This design comes from an exercise in tuning for small area, a short achievable clock period and few clock cycles per item on the open sky130 flow, not from production work. At most, simulation tests tie the RTL to the original design; equivalence was not proved. The RTL of runs 2 to 4 was laid out without a check of its function. Power is estimated from default activity; no workload was simulated.

==> flow/run.sh <==
#!/bin/bash
# synth_recipe.tcl (not shown) runs the flow's synth.tcl, then flattens the netlist and writes it again
# the make line also repeats each setting of config.mk as NAME=value (left out here)
make -C /OpenROAD-flow-scripts/flow DESIGN_CONFIG=/design/flow/config.mk WORK_HOME=/design/flow/orfs CLKGATE_MAP_FILE= SYNTH_SCRIPT=/design/flow/synth_recipe.tcl finish
==> flow/constraint.sdc <==
create_clock -name core_clock -period 8.0 [get_ports {clk}]
set_input_delay 1.6000 -clock core_clock [delete_from_list [all_inputs] [get_ports {clk}]]
set_output_delay 1.6000 -clock core_clock [all_outputs]
set_load 0.01 [all_outputs]
==> flow/config.mk <==
export PLATFORM = sky130hd
export DESIGN_NAME = processor
export DESIGN_NICKNAME = processor
export VERILOG_FILES = /design/flow/design.v
export SDC_FILE = /design/flow/constraint.sdc
export NUM_CORES = 4
export LEC_CHECK = 0
export CAP_MARGIN = 20
export CORE_MARGIN = 2
export CORE_UTILIZATION = 40
export SLEW_MARGIN = 20
==> flow/design.v <==
`timescale 1ns /1 ns
module control_path(
    input logic clk,
    input logic reset, 
    input logic run, 
    input logic [15:0] INSTRin,
    output logic R0in, R1in, Ain, Rin, IRin, 
    output logic [1:0] select, ALUOP,
    output logic done
); 
parameter mv = 2'b00, add = 2'b01, sub = 2'b10, mult = 2'b11;
logic [1:0] II;
logic M, rX, rY;
assign II = INSTRin[15:14];
assign M =  INSTRin[13];
assign rX = INSTRin[12];
assign rY = INSTRin[0];
typedef enum logic[1:0]
{
    C0 = 'd0,
    C1 = 'd1, 
    C2 = 'd2, 
    C3 = 'd3
} statetype;
statetype current_state, next_state;
always_comb begin
    case(current_state)
	C0: next_state = run? C1:C0;
        C1: next_state = done? C0:C2;
        C2: next_state = C3;
        C3: next_state = C0;
    endcase
end
always_comb begin
    R0in = 1'b0; R1in = 1'b0;
    Ain = 1'b0; Rin = 1'b0; IRin = 1'b0;
    select = 2'bxx; 
    ALUOP = 2'bxx;
    done = 1'b0;
    case(current_state)
        C0: IRin = 1;
        C1: 
        begin 
            case(II)
                mv: 
                    begin 
                        if (M == 1)
                            select = 2'b11;
                        else
                            select = rY ? 2'b10 : 2'b01;
                    R0in = !rX;
                    R1in = rX;
                    done = 1;
                    end
                add:
                    begin
                    select = rX ? 2'b10 : 2'b01;
                    Ain = 1;
                    end
                sub:
                    begin
                    select = rX ? 2'b10 : 2'b01;
                    Ain = 1;
                    end
                mult:
                    begin
                    select = rX ? 2'b10 : 2'b01;
                    Ain = 1;
                    end
                default: done = 1;
            endcase
        end
        C2: 
        begin
            case(II)
                add:
                    begin
                    Rin = 1;
                    if (M == 1)
                        select = 2'b11;
                    else
                        select = rY ? 2'b10 : 2'b01;
                    ALUOP = 2'b00;
                    end
                sub:
                    begin
                    Rin = 1;
                    if (M == 1)
                        select = 2'b11;
                    else
                        select = rY ? 2'b10 : 2'b01;
                    ALUOP = 2'b01;
                    end
                mult:
                    begin
                    Rin = 1;
                    if (M == 1)
                        select = 2'b11;
                    else
                        select = rY ? 2'b10 : 2'b01;
                    ALUOP = 2'b10;
                    end
                default: done = 1;
            endcase
        end
        C3: 
        begin
            case(II)
                add:
                    begin
                    select = 0;
                    R0in = !rX;
                    R1in = rX;
                    done = 1;
                    end
                sub:
                    begin
                    select = 0;
                    R0in = !rX;
                    R1in = rX;
                    done = 1;
                    end
                mult:
                    begin
                    select = 0;
                    R0in = !rX;
                    R1in = rX;
                    done = 1;
                    end
            endcase
        end
    endcase 
end
always_ff @(posedge clk) begin
    if(reset)
        current_state <= C0;
    else
       current_state <= next_state;
end
endmodule
module datapath(
    input logic clk, 
    input logic reset,
    input logic [15:0] INSTRin,
    input logic IRin, R0in, R1in, Ain, Rin,
    input logic [1:0] select, ALUOP,
    output logic [15:0] r0, r1, a, r  
);
    logic [15:0] ir, MUXout, ALUout;
    FF IR (clk, reset, IRin, INSTRin, ir); 
    FF R0 (clk, reset, R0in, MUXout, r0);
    FF R1 (clk, reset, R1in, MUXout, r1);
    logic [15:0] ir1;
    assign ir1 = {ir[11], ir[11], ir[11], ir[11], ir[11:0]};
    mux MUX (r, r0, r1, ir1, select, MUXout);
    FF A (clk, reset, Ain, MUXout, a);
    ALU ALU (a, MUXout, ALUOP, ALUout);
    FF R (clk, reset, Rin, ALUout, r);
endmodule
module ALU(input logic [15:0] A, B, input logic [1:0] choose, output logic [15:0] out);
    always_comb
        begin
            case(choose)
                0: out = A + B;
                1: out = A - B;
                2: out = A * B;
                default: out = 16'b0000000000000000;
            endcase
        end
endmodule
module FF(input logic clk, reset, enable, input logic [15:0] D, output logic [15:0] Q);
    always_ff @ (posedge clk)
        begin
        if (reset == 1)
            Q <= 16'b0;
        if (enable == 1)
            Q <= D;
        end
endmodule
module mux(input logic [15:0] a, b, c, d, input logic [1:0] choose, output logic [15:0] out);
    always_comb
    begin
        case(choose)
            0: out = a;
            1: out = b;
            2: out = c;
            3: out = d;
            default: out = 16'b0000000000000000;
        endcase
    end
endmodule
module processor(
    input logic [15:0] INSTRin,
    input logic reset, 
    input logic clk,
    input logic run,
    output logic done,
    output logic[15:0] r0_out,r1_out, a_out, r_out
);
logic r0in, r1in, ain, rin, irin;
logic[1:0] select, aluop;
control_path control(
   .clk(clk),
   .reset(reset), 
   .run(run), 
   .INSTRin(INSTRin),
   .R0in(r0in), 
   .R1in(r1in), 
   .Ain(ain), 
   .Rin(rin), 
   .IRin(irin), 
   .select(select), 
   .ALUOP(aluop),
   .done(done)
);
datapath data(
    .clk(clk), 
    .reset(reset),
    .INSTRin(INSTRin),
    .IRin(irin), 
    .R0in(r0in),
    .R1in(r1in), 
    .Ain(ain),
    .Rin(rin),
    .select(select), 
    .ALUOP(aluop),
    .r0(r0_out), 
    .r1(r1_out),
    .a(a_out),
    .r(r_out)
);
endmodule
==> summary.txt, run 1 <==
outcome: no timing/DRC/antenna violations
most frequent CP cell: fa_1
Yosys reg bits: 78
Worst Setup Start Kind: input pin
CTS buffer count: 9
area of the multi-input gates: 5810 µm²
static leakage: 4.97 nW
via count: 7140
total track usage: 0.242
cell count after synthesis: 927
Hold Fails Final Rpt: 0
Clk Latency, worst-skew pair: 0.34 ns
Congestion Overflow GR: 0
post-synth top area share: 0.263
post-synthesis sequential area ratio: 0.268
area grow syn2layout: 26.0%
Worst path max stage delay: 0.52 ns
pre-CTS setup slack: -0.526 ns
synth warn: 4
vias in the first global route: 7193
FMAX: 130 MHz
num rows: 53
antenna violations before repair: 0
CTS tree: yes
clock sink count: 78
Post-Route WL: 27200 µm
Slew Limit Fails: 0
worst slew pin tran: 0.993 ns
unrepaired setup endpoints after global routing: no
mean routed wirelength per cell: 19.8 µm
# H-tree levels: 3
final setup vio count: 0
top cells by area, synth: edfxtp_1 (26%), fa_1 (19%), ha_1 (10%)
Min-Delay Path Class: reg2reg
Netlist cell types: 55
crit path capture type: register
fin crit period: 7.72 ns
clock transition at the registers of the reported paths: 0.06 ns
CTS root buf: clkbuf_16
number of flops mapped to enable cells by yosys: 76
Finished Layout Cells: 1374
first-pass GRT wire length: 41200 µm
I/O Buffers: 83
Initial Utilization: 0.410
worst vdd rail ir drop: 155 µV
Remaining DRCs: 0
fin nets: 1264
Final HPWL DP: 21600 µm
Filler cells: 2028
Worst Hold Margin: 0.637 ns
hold_buf cts: 0
Detail Route Antenna Nets: 0
met1 wire length: 12300 µm
drt pass-1 iters: 5
area of the die: 22900 µm²
most common library cells after synthesis: inv_1 (128), nand2_1 (101), nor2_1 (88)
Setup Skew: 0.00957 ns
WP data arrival: 7.90 ns
Via density: 5.20
Yosys top cell by area: edfxtp_1
Synth Cell Area: 8680 µm²
Die Span Y: 151 µm
count leader, synth: inv_1
max layer used: met4
largest net degree at the start of global routing: 27
CP Max Fanout: 9
Relative slew margins: 0.338
die width: 151 µm
critical path class: in2reg
Syn Area/Cell: 9.36 µm²
Placer Congestion: 0.920
dpl cells: 1353
Post-synth ARST share: 0
slowest stage cell, crit path: or4b_4
PD cells: 278 nW/µm²
Antenna diodes: 0
sequential standard cell area: 2320 µm²
Max Cap Viol: 0
Final WS setup: 0.279 ns
fin crit share: 0.965
Core ar.: 21200 µm²
met3 wire length: 1760 µm
share of layout cells above drive strength 1: 0.141
Detailed Route Iter0 Violations: 521
Clock Path Buffers: 2
Worst path top cell family by delay: adder cells
Crit path buffers/inverters: 7
Ports: 84
Post-synth top flop: edfxtp_1
Req. time, crit path: 8.18 ns
Met2 Wirelength: 12700 µm
syn_nets: 1097
cell type report:
| class | count | share of cell area |
|---|---|---|
| well taps | 275 | 0.0315 |
| multi-input cells | 686 | 0.531 |
| flip-flops and latches | 78 | 0.212 |
| repair buffers | 191 | 0.151 |
| clock buffers | 9 | 0.0206 |
| inverters | 128 | 0.0440 |
| clock inverters | 7 | 0.00882 |
what timing repair did:
| item | in CTS | in global routing |
|---|---|---|
| setup buffers | 0 | 5 |
| pin swaps | 0 | 16 |
| endpoints found under the setup margin | 4 | 4 |
| gates resized for setup | 4 | 27 |
| endpoints found under the hold margin | 0 | 0 |
sequential cells by signal (all words and copies together) (netlist names), named ones only:
signal / cells
data.A.Q: 16
data.R.Q: 16
data.R0.Q: 16
data.R1.Q: 16
data.IR.Q: 12
control.current_state: 1
per-layer routing:
layer  global-route usage  vias up
met5                    0        -
met4               0.0449        0
met3               0.0401       28
met2                0.391      227
met1                0.347     3498
li1                     -     3387
layout by cell type (no fill, tap or decap), types with 4 or more instances in the layout:
cell type        synthesis  layout
nand2_1                101     100
a211oi_1                 5       5
fa_1                    81      80
clkbuf_16                0       9
and3_1                  22      22
inv_1                  128     127
xnor2_1                 46      45
clkdlybuf4s50_1          0      78
nand2b_1                10       9
o22a_1                   4       4
and2_1                  54      52
buf_4                    4     106
o31ai_1                  4       4
nor2b_1                  5       5
xor2_1                   7       7
o21a_1                   6       5
nor2_1                  88      87
xnor3_1                  5       5
o211ai_1                 7       7
o22ai_1                  9       9
a21oi_1                 30      30
nor3_1                  12      11
o21bai_1                 6       6
nand3_1                 25      25
edfxtp_1                76      76
mux2i_1                 27      24
o21ai_0                 21      21
or3_1                    6       6
ha_1                    70      70
through the flow:
step | total power [mW] | utilization | setup TNS (ns) | area, µm²
final | 3.04 | 0.517 | 0 | 10900
after global routing | 3.32 | 0.517 | 0 | 10900
after CTS | 3.01 | 0.511 | 0 | 10800
after detailed placement | 2.55 | 0.496 | -1.89 | 10500
after global placement | 2.52 | 0.496 | -1.61 | 10500
after floorplan | 1.83 | - | 0 | 8700
where the power goes:
part	internal (mW)	leakage, nW	switching [mW]
sequential	0.480	0.811	0.0409
clock	0.274	0.150	0.177
combinational	1.01	4.01	1.06
total	1.76	4.97	1.28
final timing paths:
path                                             from                    endpoint  slack [ns]  cells past startpoint
setup / recovery                          INSTRin[14]  data.R.Q[15]$_SDFFCE_PN0P_        0.28                     27
setup reg to reg  control.current_state[0]$_SDFF_PP0_  data.R.Q[15]$_SDFFCE_PN0P_        0.90                     27
hold reg to reg   control.current_state[0]$_SDFF_PP0_                    register        0.64                      3
hold / removal    control.current_state[0]$_SDFF_PP0_                    register        0.64                      3
tightest hold or removal path: stages (launching register included):
cell and delay (ns):
dfxtp_1 0.35, nand2_1 0.07, o22ai_1 0.05, nor2b_1 0.12
kinds of logic (layout without fill, tap and decap cells):
group	count (synthesis)	in the layout	synth area share
simple gates	334	334	0.184
xor+xnor	58	58	0.0665
buf+inv	163	335	0.0731
flops	78	78	0.268
mux	31	31	0.0366
compound gates	112	112	0.0839
fa+ha+maj	151	151	0.288
Testbench counts, summed over its fixed seeds: cycles 16,754, instructions 4,800.
==> run 2, diff against run 1 <==
==> flow/design.v (replaced) <==
`timescale 1ns /1 ns
module processor(
    input logic [15:0] INSTRin,
    input logic reset,
    input logic clk,
    input logic run,
    output logic done,
    output logic [15:0] r0_out, r1_out, a_out, r_out
);
    logic [1:0]  II;
    logic        M, X, Y;
    logic [15:0] rx, op2, res;
    assign II = INSTRin[15:14];
    assign M  = INSTRin[13];
    assign X  = INSTRin[12];
    assign Y  = INSTRin[0];
    assign rx  = X ? r1_out : r0_out;
    assign op2 = M ? {{4{INSTRin[11]}}, INSTRin[11:0]} : (Y ? r1_out : r0_out);
    always_comb begin
        case (II)
            2'b00: res = op2;
            2'b01: res = rx + op2;
            2'b10: res = rx - op2;
            default: res = rx * op2;
        endcase
    end
    assign done = run;
    always_ff @(posedge clk) begin
        if (reset) begin
            r0_out <= 16'h0;
            r1_out <= 16'h0;
            a_out  <= 16'h0;
            r_out  <= 16'h0;
        end else if (run) begin
            if (X) r1_out <= res; else r0_out <= res;
            if (II != 2'b00) begin
                a_out <= rx;
                r_out <= res;
            end
        end
    end
endmodule
==> summary.txt, run 2 <==
Final HPWL DP: 22500 µm
Hold Fails Final Rpt: 0
clock sink count: 64
Crit path buffers/inverters: 7
Netlist cell types: 71
first-pass GRT wire length: 43000 µm
Initial Utilization: 0.405
final core utilization: 0.509
Remaining DRCs: 0
Core ar.: 20000 µm²
Worst path top cell family by delay: adder cells
I/O Buffers: 83
post-synth top area share: 0.200
Die Span Y: 146 µm
post-synthesis compound-gate area fraction: 0.148
Yosys reg bits: 64
CTS root buf: clkbuf_16
Sw Ratio: 0.382
post-synthesis sequential area ratio: 0.158
num rows: 52
most common cell after layout, fill and taps aside: nand2_1
vias in the first global route: 7383
NetSw: 0.552 mW
outcome: no timing/DRC/antenna violations
Clock Path Buffers: 2
Detail Route Antenna Nets: 0
Via density: 5.25
Relative slew margins: 0.321
CTS buffer count: 9
fin crit share: 0.964
CP cell instances: clkdlybuf4s50_1 -> buf_12 -> buf_4 -> mux2i_1 -> buf_4 -> nor2_1 -> fa_1 -> inv_1 -> fa_1 -> inv_1 -> fa_1 -> fa_1 -> inv_1 -> fa_1 -> fa_1 -> xor2_1 -> xnor2_1 -> xnor2_1 -> xnor2_1 -> xnor3_1 -> xnor3_1 -> xnor2_2 -> o211ai_1 -> a21oi_1
share of layout cells above drive strength 1: 0.144
critical path class: in2reg
unrepaired setup endpoints after global routing: no
Setup Buffers After CTS: 0
number of flops mapped to enable cells by yosys: 0
fin nets: 1318
adder-cell share of the synthesized area: 0.306
dpl cells: 1408
syn_nets: 1164
# H-tree levels: 3
Post-synth top flop: dfxtp_1
largest net degree at the start of global routing: 72
Synth Cell Area: 8110 µm²
Clk Latency, worst-skew pair: 0.33 ns
area of the die: 21400 µm²
worst slew pin tran: 1.02 ns
CTS tree: yes
count leader, synth: nand2_1
Slew Limit Fails: 0
simple-gate area share of the yosys netlist: 0.176
die width: 146 µm
Syn Area/Cell: 8.15 µm²
Ports: 84
antenna violations before repair: 0
Post-synth ARST share: 0
Setup Skew: 0.00672 ns
area grow syn2layout: 25.8%
via count: 7474
clock network power share: 0.269
Antenna diodes: 0
XOR/XNOR Fraction of Synth Area: 0.0711
Post-DP Area: 9910 µm²
most common library cells after synthesis: nand2_1 (141), inv_1 (132), nor2_1 (118)
Finished Cell Area: 10200 µm²
Filler cells: 2003
Comb pwr share: 0.477
final setup vio count: 0
crit path capture type: register
part of the power in registers: 0.253
Yosys top cell by area: fa_1
Post-Route WL: 27500 µm
static leakage: 4.66 nW
Min-Delay Path Class: reg2reg
PD cells: 142 nW/µm²
commonest non-fill, non-tap cells in the layout: nand2_1 (141), inv_1 (132), nor2_1 (118)
WP data arrival: 7.90 ns
drt pass-1 iters: 5
slowest stage cell, crit path: fa_1
clock transition at the registers of the reported paths: 0.06 ns
Max Cap Viol: 0
Worst path max stage delay: 0.55 ns
Worst Setup Start Kind: input pin
synth warn: 1
top cells by area, synth: fa_1 (20%), dfxtp_1 (16%), ha_1 (11%)
FMAX: 130 MHz
Detailed Route Iter0 Violations: 469
Req. time, crit path: 8.18 ns
setup tns final: 0 ns
Congestion Overflow GR: 0
Worst Hold Margin: 0.454 ns
Internal: 0.892 mW
mean routed wirelength per cell: 19.3 µm
most frequent CP cell: fa_1
total track usage: 0.261
mux contribution to synthesized area: 0.0510
worst vdd rail ir drop: 87.8 µV
cell count after synthesis: 995
Finished Layout Cells: 1424
main combinational cell family by area after synthesis: adder cells
CP Max Fanout: 21
fin crit period: 7.71 ns
Placer Congestion: 1.01
-- run 2: cell count changes after synthesis, sizes merged, moves of 26 or more --
cell / previous run / this run
and2: 54 / 7
nor2: 90 / 119
edfxtp: 76 / 0
nand2: 102 / 141
a21oi: 30 / 56
dfxtp: 2 / 64
-- run 2: final timing paths --
path	from	endpoint	slack [ns]	depth (start not counted)
hold / removal	r_out[11]$_SDFFE_PP0P_	r_out[11]$_SDFFE_PP0P_	0.45	2
hold reg to reg	r_out[11]$_SDFFE_PP0P_	r_out[11]$_SDFFE_PP0P_	0.45	2
setup / recovery	INSTRin[12]	r_out[15]$_SDFFE_PP0P_	0.29	24
setup reg to reg	r1_out[1]$_SDFFE_PP0P_	r_out[15]$_SDFFE_PP0P_	1.76	22
-- run 2: kinds of logic (layout without fill, tap and decap cells) --
kind of cell	after synthesis	in the layout
muxes	35	35
buffers and inverters	183	342
AOI/OAI and AO/OA	179	179
DFF	64	64
and+or+nand+nor	327	327
adders and majority gates	150	150
xor gates and xnor gates	57	57
-- run 2: worst min-delay path: cells and delay by family (launching register included) --
| kind | cells | cell delay (ns) |
|---|---|---|
| flops | 1 | 0.30 |
| simple gates | 1 | 0.05 |
| compound gates | 1 | 0.05 |
-- run 2: layer usage --
layer / routed length [µm] / part of all wire / GRT usage / vias up
met4: 659 / 0.024 / 0.0675 / 0
met5: 0 / 0 / 0 / -
met1: 12500 / 0.46 / 0.373 / 3586
met3: 2040 / 0.074 / 0.0538 / 35
met2: 12300 / 0.45 / 0.406 / 289
li1: - / - / - / 3564
-- run 2: area by class of cell --
class	instances	area [µm²]	share of cell area
Sequential cell	64	1280	0.126
Tap cell	270	338	0.0331
Inverter	136	510	0.0500
Clock inverter	6	60.1	0.00588
Clock buffer	10	229	0.0224
Timing Repair Buffer	190	1680	0.164
Multi-Input combinational cell	748	6110	0.599
-- run 2: per-stage QoR --
step	power [mW]	setup WS, ns
global placement	1.05	-0.0921
floorplan	0.773	0.266
CTS	1.44	0.167
global route	1.53	0.0163
detailed placement	1.05	-0.153
finish	1.44	0.289
-- run 2: power by group through the flow --
stage | Combinational [mW] | Clock, mW | Sequential [mW]
detailed placement | 0.681 | 0 | 0.372
global placement | 0.681 | 0 | 0.372
floorplan | 0.396 | 0 | 0.377
global route | 0.757 | 0.404 | 0.368
CTS | 0.687 | 0.391 | 0.365
finish | 0.690 | 0.389 | 0.366
-- run 2: repair_timing --
| item | in CTS | in global routing |
|---|---|---|
| resized for setup | 0 | 3 |
| setup endpoints to repair | 0 | 6 |
| hold buffers | 0 | 0 |
==> run 3, diff against run 2 <==
--- a/flow/config.mk
+++ b/flow/config.mk
@@ -7,5 +7,6 @@
 export LEC_CHECK = 0
 export CAP_MARGIN = 20
 export CORE_MARGIN = 2
-export CORE_UTILIZATION = 40
+export CORE_UTILIZATION = 60
+export SETUP_SLACK_MARGIN = 2.5
 export SLEW_MARGIN = 20
==> summary.txt, run 3 <==
Core ar.: 13200 µm²
cell count after synthesis: 995
Syn Area/Cell: 8.15 µm²
worst vdd rail ir drop: 136 µV
Worst path top cell family by delay: adder cells
Hold Fails Final Rpt: 0
part of the power in registers: 0.228
Worst path max stage delay: 0.55 ns
syn_nets: 1164
die width: 120 µm
Via density: 6.07
Clk Latency, worst-skew pair: 0.34 ns
met3 Use GR: 0.103
clock sink count: 64
Comb pwr share: 0.502
via count: 8049
slowest stage cell, crit path: fa_1
NetSw: 0.609 mW
Post-Route WL: 28900 µm
fin crit period: 7.15 ns
Reg2Reg Depth: 21
Synth Cell Area: 8110 µm²
Clock Path Buffers: 2
most common library cells after synthesis: nand2_1 (141), inv_1 (132), nor2_1 (118)
antenna violations before repair: 0
CP cell instances: buf_6 -> buf_12 -> mux2_4 -> o21ai_4 -> buf_6 -> nor2_1 -> fa_1 -> inv_2 -> fa_1 -> inv_1 -> fa_1 -> fa_2 -> fa_1 -> inv_1 -> fa_1 -> inv_2 -> ha_4 -> or3_4 -> a2111oi_4 -> nor3_2 -> xnor2_2 -> or2_4 -> a311oi_2
commonest non-fill, non-tap cells in the layout: nand2_1 (133), inv_1 (108), nor2_1 (108)
clock transition at the registers of the reported paths: 0.06 ns
number of flops mapped to enable cells by yosys: 0
GRT busiest layer: met2
clock network power share: 0.270
largest net degree at the start of global routing: 72
most frequent CP cell: fa_1
Detailed Route Iter0 Violations: 743
Slew Limit Fails: 0
CTS buffer count: 9
CTS root buf: clkbuf_16
Worst Hold Path EP: r_out[3]$_SDFFE_PP0P_
WP data arrival: 7.39 ns
Post-synth ARST share: 0
share of layout cells above drive strength 1: 0.247
total track usage: 0.402
area of the die: 14500 µm²
unrepaired setup endpoints after global routing: yes
most common cell after layout, fill and taps aside: nand2_1
count leader, synth: nand2_1
Max Cap Viol: 0
I/O Buffers: 83
pre-CTS setup slack: -0.0231 ns
post-synth top area share: 0.200
Placer Congestion: 1.03
mean routed wirelength per cell: 21.8 µm
Netlist cell types: 71
vias in the first global route: 7916
setup tns final: 0 ns
Reg2Reg Launch Point: r0_out[4]$_SDFFE_PP0P_
Ports: 84
num rows: 42
Yosys reg bits: 64
Final HPWL DP: 20800 µm
area grow syn2layout: 35.5%
Internal: 1.00 mW
Yosys top cell by area: fa_1
M2 GR Usage: 0.629
Congestion Overflow GR: 0
Worst Setup Start Kind: input pin
PD cells: 147 nW/µm²
# H-tree levels: 3
synth warn: 1
post-synthesis sequential area ratio: 0.158
critical path class: in2reg
Hold Path Depth: 2
Setup Skew: 0.00704 ns
Finished Cell Area: 11000 µm²
M1 GR Usage: 0.518
CTS tree: yes
Antenna diodes: 0
first-pass GRT wire length: 43900 µm
outcome: no timing/DRC/antenna violations
static leakage: 4.78 nW
Relative slew margins: 0.302
flop-to-flop setup slack: 1.98 ns
reg-to-reg critical path endpoint: r1_out[14]$_SDFFE_PP0P_
Req. time, crit path: 8.24 ns
worst slew pin tran: 1.05 ns
top cells by area, synth: fa_1 (20%), dfxtp_1 (16%), ha_1 (11%)
Crit path buffers/inverters: 7
Remaining DRCs: 0
Final WS setup: 0.853 ns
CP Max Fanout: 7
FMAX: 140 MHz
drt pass-1 iters: 5
Detail Route Antenna Nets: 0
final core utilization: 0.830
fin crit share: 0.893
min-delay src: r_out[3]$_SDFFE_PP0P_
Min-Delay Path Class: reg2reg
Pwr Total: 1.61 mW
Post-synth top flop: dfxtp_1
Initial Utilization: 0.613
Post-DP Area: 9530 µm²
Sw Ratio: 0.378
crit path capture type: register
Die Span Y: 120 µm
final setup vio count: 0
fin nets: 1314
==> run 3: repair_timing <==
item                                    CTS  global route
endpoints found under the setup margin   36            33
hold buffers                              0             0
resized for setup                        98            54
setup buffers                            34            22
cloned                                    2             0
pin swaps                                49            66
==> run 3: area by class of cell <==
type | count | area (µm²)
Fill cell | 843 | 2250
Clock inverter | 4 | 76.3
Inverter | 136 | 524
Multi-Input combinational cell | 748 | 6840
Sequential cell | 64 | 1280
Timing Repair Buffer | 186 | 1800
Tap cell | 176 | 220
Clock buffer | 12 | 256
==> run 3: worst min-delay path, delay by kind of cell, from the launching register on <==
kind / cells / cell delay, ns
simple gates: 1 / 0.05
compound gates: 1 / 0.05
flops: 1 / 0.30
==> run 3: worst max-delay path by stage <==
stage,from,endpoint,slack [ns],depth (start not counted)
6_report,INSTRin[0],r1_out[14]$_SDFFE_PP0P_,0.85,23
5_1_grt,INSTRin[0],r_out[13]$_SDFFE_PP0P_,0.73,24
4_1_cts,INSTRin[0],r1_out[14]$_SDFFE_PP0P_,0.76,22
3_5_place_dp,INSTRin[12],r0_out[14]$_SDFFE_PP0P_,-0.02,22
3_3_place_gp,INSTRin[12],r0_out[14]$_SDFFE_PP0P_,0.06,22
2_1_floorplan,INSTRin[13],r0_out[15]$_SDFFE_PP0P_,0.91,24
==> run 3: per-stage QoR <==
step	std cells	hold WS, ns
floorplan	995	0.481
global placement	1252	0.444
detailed placement	1252	0.446
CTS	1304	0.453
global route	1326	0.471
finish	1326	0.452
==> run 3: logic make-up after synthesis <==
logic type	synth area share
buffers and inverters	0.0905
flip-flops	0.158
AO/OA/AOI/OAI	0.148
adder cells (fa/ha/maj)	0.306
multiplexers	0.0510
XOR/XNOR	0.0711
AND/OR/NAND/NOR	0.176
==> run 3: metal layers <==
layer | part of all wire | routed length, µm | up-vias
met4 | 0.065 | 1870 | 0
met5 | 0 | 0 | -
met3 | 0.10 | 2940 | 157
met2 | 0.45 | 13100 | 521
li1 | - | - | 3554
met1 | 0.38 | 11000 | 3817
==> run 3: power groups by stage <==
stage / Sequential [mW] / Combinational (mW) / Clock (mW)
3_3_place_gp: 0.371 / 0.642 / 0
4_1_cts: 0.366 / 0.736 / 0.434
2_1_floorplan: 0.378 / 0.422 / 0
6_report: 0.367 / 0.809 / 0.436
5_1_grt: 0.369 / 0.865 / 0.454
3_5_place_dp: 0.372 / 0.648 / 0
==> run 4, diff against run 3 <==
==> flow/design.v (replaced) <==
`timescale 1ns /1 ns
module processor #(parameter int K = 8) (
    input logic [15:0] INSTRin,
    input logic reset,
    input logic clk,
    input logic run,
    output logic done,
    output logic [15:0] r0_out, r1_out, a_out, r_out
);
    localparam int N  = 16 / K;
    localparam int CW = (N > 1) ? $clog2(N) : 1;
    logic [1:0]  II;
    logic        M, X, Y, is_mul, last;
    logic [15:0] rx, op2, t, sum;
    logic [K-1:0] chunk;
    logic [CW-1:0] cnt;
    assign II = INSTRin[15:14];
    assign M  = INSTRin[13];
    assign X  = INSTRin[12];
    assign Y  = INSTRin[0];
    assign is_mul = II == 2'b11;
    assign rx  = X ? r1_out : r0_out;
    assign op2 = M ? {{4{INSTRin[11]}}, INSTRin[11:0]} : (Y ? r1_out : r0_out);
    generate if (N > 1) begin : g_cnt
        assign last  = cnt == CW'(N - 1);
        assign chunk = op2[15 - K*cnt -: K];
    end else begin : g_nocnt
        assign last  = 1'b1;
        assign chunk = op2;
    end endgenerate
    always_comb begin
        if (is_mul) t = (cnt == '0) ? 16'h0 : (r_out << K);
        else if (II == 2'b00) t = 16'h0;
        else t = rx;
    end
    always_comb begin
        sum = t;
        if (is_mul) begin
            for (int i = 0; i < K; i++)
                sum = sum + ((rx & {16{chunk[i]}}) << i);
        end else if (II == 2'b10) begin
            sum = sum + ~op2 + 16'd1;
        end else begin
            sum = sum + op2;
        end
    end
    assign done = run & (~is_mul | last);
    always_ff @(posedge clk) begin
        if (reset) begin
            r0_out <= 16'h0;
            r1_out <= 16'h0;
            a_out  <= 16'h0;
            r_out  <= 16'h0;
            cnt    <= '0;
        end else if (run) begin
            if (done) begin
                if (X) r1_out <= sum; else r0_out <= sum;
                cnt <= '0;
            end else begin
                cnt <= cnt + 1'b1;
            end
            if (II != 2'b00) begin
                a_out <= rx;
                r_out <= sum;
            end
        end
    end
endmodule
==> summary.txt, run 4 <==
synth warn: 1
crit path capture type: register
Clock Path Buffers: 2
share of layout cells above drive strength 1: 0.194
most common cell after layout, fill and taps aside: nor2_1
Yosys top cell by area: fa_1
Max Cap Viol: 0
worst slew pin tran: 0.944 ns
final setup vio count: 0
Remaining DRCs: 0
Worst Setup Start Kind: input pin
unrepaired setup endpoints after global routing: yes
Ports: 84
CTS tree: yes
Synth Cell Area: 7690 µm²
area of the die: 13700 µm²
cell count after synthesis: 958
top cells by area, synth: fa_1 (20%), dfxtp_1 (17%), ha_1 (8.5%)
Via density: 6.25
via count: 7802
CTS buffer count: 9
vias in the first global route: 7815
antenna violations before repair: 1
mean routed wirelength per cell: 22.3 µm
first-pass GRT wire length: 41600 µm
CP Max Fanout: 8
Netlist cell types: 55
Syn Area/Cell: 8.03 µm²
WP data arrival: 6.98 ns
static leakage: 4.38 nW
die width: 117 µm
PD cells: 145 nW/µm²
syn_nets: 1106
outcome: no timing/DRC/antenna violations
Congestion Overflow GR: 0
I/O Buffers: 83
area grow syn2layout: 30.5%
Yosys reg bits: 65
Pwr Total: 1.46 mW
critical path class: in2reg
Detailed Route Iter0 Violations: 1059
post-synthesis sequential area ratio: 0.169
clock transition at the registers of the reported paths: 0.06 ns
worst vdd rail ir drop: 138 µV
Min-Delay Path Class: reg2reg
fin crit share: 0.840
Detail Route Antenna Nets: 0
most common library cells after synthesis: nor2_1 (152), inv_1 (114), nand2_1 (100)
Initial Utilization: 0.612
Slew Limit Fails: 0
Die Span Y: 117 µm
Post-DP Area: 8850 µm²
num rows: 41
Placer Congestion: 0.950
Final HPWL DP: 19700 µm
drt pass-1 iters: 8
CTS root buf: clkbuf_16
total track usage: 0.406
fin nets: 1218
Core ar.: 12600 µm²
Post-synth ARST share: 0
clock sink count: 65
largest net degree at the start of global routing: 70
commonest non-fill, non-tap cells in the layout: nor2_1 (131), inv_1 (111), nand2_1 (95)
Post-Route WL: 27800 µm
# H-tree levels: 3
FMAX: 149 MHz
Finished Cell Area: 10000 µm²
Clk Latency, worst-skew pair: 0.35 ns
count leader, synth: nor2_1
number of flops mapped to enable cells by yosys: 0
hold_buf cts: 0
fin crit period: 6.72 ns
post-synth top area share: 0.200
Relative slew margins: 0.363
Setup Skew: 0.00783 ns
Req. time, crit path: 8.26 ns
Post-synth top flop: dfxtp_1
Hold Fails Final Rpt: 0
setup tns final: 0 ns
## run 4: final timing paths
check                                            from                      to  slack (ns)  depth (start not counted)
worst max-delay path                       INSTRin[0]  r_out[15]$_SDFFE_PP0P_        1.28                         21
worst min-delay path            r_out[5]$_SDFFE_PP0P_   r_out[5]$_SDFFE_PP0P_        0.48                          2
worst max register to register       cnt$_SDFFE_PP0P_  r_out[15]$_SDFFE_PP0P_        2.07                         17
worst min register to register  r_out[5]$_SDFFE_PP0P_   r_out[5]$_SDFFE_PP0P_        0.48                          2
## run 4: what timing repair did
action                     in CTS  in global routing
resized for setup             114                 43
setup endpoints to repair      42                 34
pin swaps                      44                 28
cloned                          1                  0
setup buffers                  30                  7
## run 4: logic make-up after synthesis
family | count (synthesis) | share of synthesized area
XOR/XNOR | 42 | 0.0514
AO/OA/AOI/OAI | 194 | 0.160
AND/OR/NAND/NOR | 312 | 0.172
multiplexers | 55 | 0.0807
buffers and inverters | 161 | 0.0820
flip-flops | 65 | 0.169
adder cells (fa/ha/maj) | 129 | 0.285
## run 4: cell type report
type	count	area, µm²
inverter	115	437
antenna	1	2.50
multi-input combinational	732	6380
clock inverter	7	77.6
timing repair buffer	147	1400
clock buffer	9	225
sequential	65	1300
tap	172	215
fill	835	2530
## run 4: layer usage
layer / wire, µm / track usage
met4: 1650 / 0.223
met2: 13100 / 0.644
met1: 10200 / 0.502
met3: 2920 / 0.113
met5: 0 / 0
## run 4: metrics by stage
stage / instances / setup slack [ns] / util / hold slack [ns]
floorplan: 958 / 1.46 / - / 0.481
global placement: 1193 / 0.174 / 0.704 / 0.449
detailed placement: 1193 / 0.0179 / 0.704 / 0.456
CTS: 1240 / 1.33 / 0.780 / 0.462
global route: 1247 / 1.18 / 0.799 / 0.499
finish: 1248 / 1.28 / 0.799 / 0.478
## run 4: power by group
part           total (mW)  switching [mW]  internal [mW]
registers           0.377          0.0285          0.348
clock network       0.401           0.158          0.243
logic               0.682           0.390          0.292
## run 4: worst max-delay path, cell delays in order
cell,delay [ns]
buf_12,0.12
bufbuf_16,0.27
mux2i_2,0.14
o21a_1,0.22
mux2_4,0.33
nand2b_4,0.16
fa_1,0.54
inv_2,0.05
fa_2,0.38
fa_1,0.56
fa_1,0.47
ha_4,0.27
o21ai_2,0.13
nor2_2,0.07
o31a_1,0.28
o311a_1,0.35
nor4_2,0.30
or2_4,0.17
xor2_2,0.15
mux2i_2,0.12
a211oi_1,0.24

[afterwards: timing with drivers on the ports]
No port has a modelled driver above. Below, the same layouts with a new extraction and two added sets of constraints. Step 1 assumes that a clkbuf_16 drives the clock port and a buf_2 every other input. Step 2 adds t to the input delays and takes it off the output delays; t is the mean of the earliest and latest rising clock arrival at the registers after step 1. Input paths then give back, and output paths get back, about the clock's delay inside the block. a / b / c = ideal ports / drivers / drivers and shift; a / b = the first two.
| run | shift t [ns] | setup WS [ns] | worst data-port slew with drivers (ns) |
|---|---|---|---|
| run 1 | 0.371 | 0.279 / 0.291 / -0.080 | 0.04 |
| run 2 | 0.363 | 0.289 / 0.280 / -0.083 | 0.05 |
| run 3 | 0.368 | 0.853 / 0.852 / 0.484 | 0.06 |
| run 4 | 0.381 | 1.280 / 1.270 / 0.889 | 0.06 |
With both steps, setup timing fails in run 1 and run 2, where it was met with ideal ports. The setup slack of run 4, which loses most, moves by -0.010 ns with the drivers and by -0.391 ns with both steps.
